Background: an optimization exercise with open tools, aiming at small area and a short achievable clock period. Do not read the settings as production practice.
Power is estimated from default activity; no workload was simulated.

// VKSA_256_top
module VKSA_256_top (in_clk, in_A, in_B, in_CI, out_S, out_CO);
For scale: roughly 1,900 cells after synthesis, about 580 flip-flops, ~770 I/O pins, ~0.023 sq mm of cells after synthesis.
==> flow/config.mk <==
export PLATFORM = sky130hd
export DESIGN_NAME = VKSA_256_top
export DESIGN_NICKNAME = VKSA_256_top
export VERILOG_FILES = /design/flow/design.v
export SDC_FILE = /design/flow/constraint.sdc
export NUM_CORES = 4
export LEC_CHECK = 0
export CAP_MARGIN = 20
export CORE_AREA = 17 17 227 227
export CTS_CLUSTER_DIAMETER = 120
export CTS_CLUSTER_SIZE = 24
export DIE_AREA = 0 0 244 244
export SETUP_SLACK_MARGIN = 3.25
export SLEW_MARGIN = 20
export SYNTH_HIERARCHICAL = 1
export TNS_END_PERCENT = 5
==> flow/constraint.sdc <==
create_clock -name core_clock -period 5.5 [get_ports {in_clk}]
set_input_delay 1.1000 -clock core_clock [delete_from_list [all_inputs] [get_ports {in_clk}]]
set_output_delay 1.1000 -clock core_clock [all_outputs]
set_load 0.01 [all_outputs]
standard.sh (not shown) runs the stock make flow with config.mk's settings and CLKGATE_MAP_FILE= SYNTH_SCRIPT=/design/flow/synth_recipe.tcl, a recipe that flattens the netlist after the stock synthesis.
==> flow/flow/run.sh <==
#!/bin/bash
# Standard synthesis and layout, with plain minimum-size buffers on the ports
# (buffer_ports would otherwise pick clkdlybuf4s50_1, a slow delay cell), and
# with every gate reset to its smallest drive strength after global placement
# (flow/downsize.tcl), so that timing repair upsizes only what it needs.
set -euo pipefail
bash standard.sh synth > synth.log 2>&1
bash standard.sh "BUFFER_PORTS_ARGS=-buffer_cell sky130_fd_sc_hd__buf_1" \
  "POST_GLOBAL_PLACE_TCL=$PWD/flow/downsize.tcl" finish > layout.log 2>&1
==> flow/flow/downsize.tcl <==
# Start timing repair from minimum-size gates: every combinational cell that
# synthesis mapped to a larger drive strength is swapped for the smallest cell
# of the same function (same name but for the drive-strength suffix). The
# resizer then upsizes only the gates that timing needs.
set n 0
set saved 0.0
foreach inst [get_cells *] {
  set lc [get_lib_cells -of_objects $inst]
  if {$lc eq "" || $lc eq "NULL"} { continue }
  set name [get_name $lc]
  if {![regexp {^(sky130_fd_sc_hd__[a-z0-9]+)_([0-9]+)$} $name -> base drive]} { continue }
  if {[string match "*df*" $base] || [string match "*clk*" $base] || [string match "*tap*" $base]} { continue }
  set best $name
  set best_area [get_property $lc area]
  foreach cand [get_lib_cells ${base}_*] {
    set cname [get_name $cand]
    if {![regexp "^${base}_\[0-9\]+\$" $cname]} { continue }
    if {[get_property $cand dont_use]} { continue }
    set a [get_property $cand area]
    if {$a < $best_area} { set best $cname; set best_area $a }
  }
  if {$best ne $name} {
    set saved [expr {$saved + [get_property $lc area] - $best_area}]
    replace_cell $inst [get_lib_cells $best]
    incr n
  }
}
puts "downsize.tcl: downsized $n cells, [format %.1f $saved] um2"
Change:
==> flow/flow/run.sh (replaced) <==
#!/bin/bash
# Standard synthesis and layout, but with plain buffers on the ports
# (buffer_ports would otherwise pick clkdlybuf4s50_1, a slow delay cell).
set -euo pipefail
bash standard.sh synth > synth.log 2>&1
bash standard.sh "BUFFER_PORTS_ARGS=-buffer_cell ${PORT_BUF:-sky130_fd_sc_hd__buf_1}" finish > layout.log 2>&1
PLACE_DENSITY = 0.75   (was default)
removed: flow/flow/downsize.tcl
Area after synthesis does not change.
Critical path depth went up by 9.
Fmax went down by a few percent.
Routed wire length went up by a few percent.
Global-route usage went up by 0.76 points.
Power went up slightly.
Utilization went up by 1.6 points.
Setup slack degrades by 0.067 ns.
Register-to-register slack degrades by 0.07 ns.
Sequential share of layout area went down by 1.0 points.
Change:
CORE_AREA = 22 22 222 222   (was 17 17 227 227)
PLACE_DENSITY = default   (was 0.75)
Outcome:
- The new run ran to the end with no violations
- sequential cell count is unchanged
- non-clock buffer count is lower by 14
- total power is lower by 0.79%
- clock-buffer cell count does not change
- maximum frequency grows by 1.1%
- design area shrinks by 1.7%
- sequential power shrinks by about 1%
- core utilization goes up by 6.0 points
Change:
CORE_AREA = 17 17 227 227   (was 22 22 222 222)
TNS_END_PERCENT = 20   (was 5)
The changed run ran to the end with no violations.
Wire length decreases by 2.5%.
Design area increases by 3.2%.
Count of clock-buffer cells in the layout stays the same.
Area after synthesis stays the same.
No run of this note included a check of the RTL's function; only the layout flow was run.

## separate check: timing with driven ports
The flow's constraints put no driver on any port. The routed layouts listed below were extracted and timed again, unchanged, in two steps.
Step 1 sets driving cells, clkbuf_16 on the clock port and buf_2 on the other inputs (assumed; they add their load-dependent delay and slew).
Step 2, shift: input delay + t, output delay - t, t = (earliest + latest rising clock arrival at the registers) / 2. This alone moves slack from input paths to output paths.
Slacks: no drivers / after step 1 / after step 2; pairs: no drivers / after step 1.
| run | t, ns | setup slack, ns | cell pins on the clock port's net |
|---|---|---|---|
| the first run | 0.633 | 3.182 / 3.122 / 2.768 | 1 |
| the second run | 0.639 | 3.115 / 3.115 / 2.816 | 1 |
| the third run | 0.630 | 3.142 / 3.098 / 2.834 | 1 |
| the fourth run | 0.630 | 3.169 / 3.118 / 2.832 | 1 |
After both steps setup and hold are still met in every run listed. For the first run, which loses most, drivers alone change the setup slack by -0.060 ns; drivers and shift together by -0.414 ns.
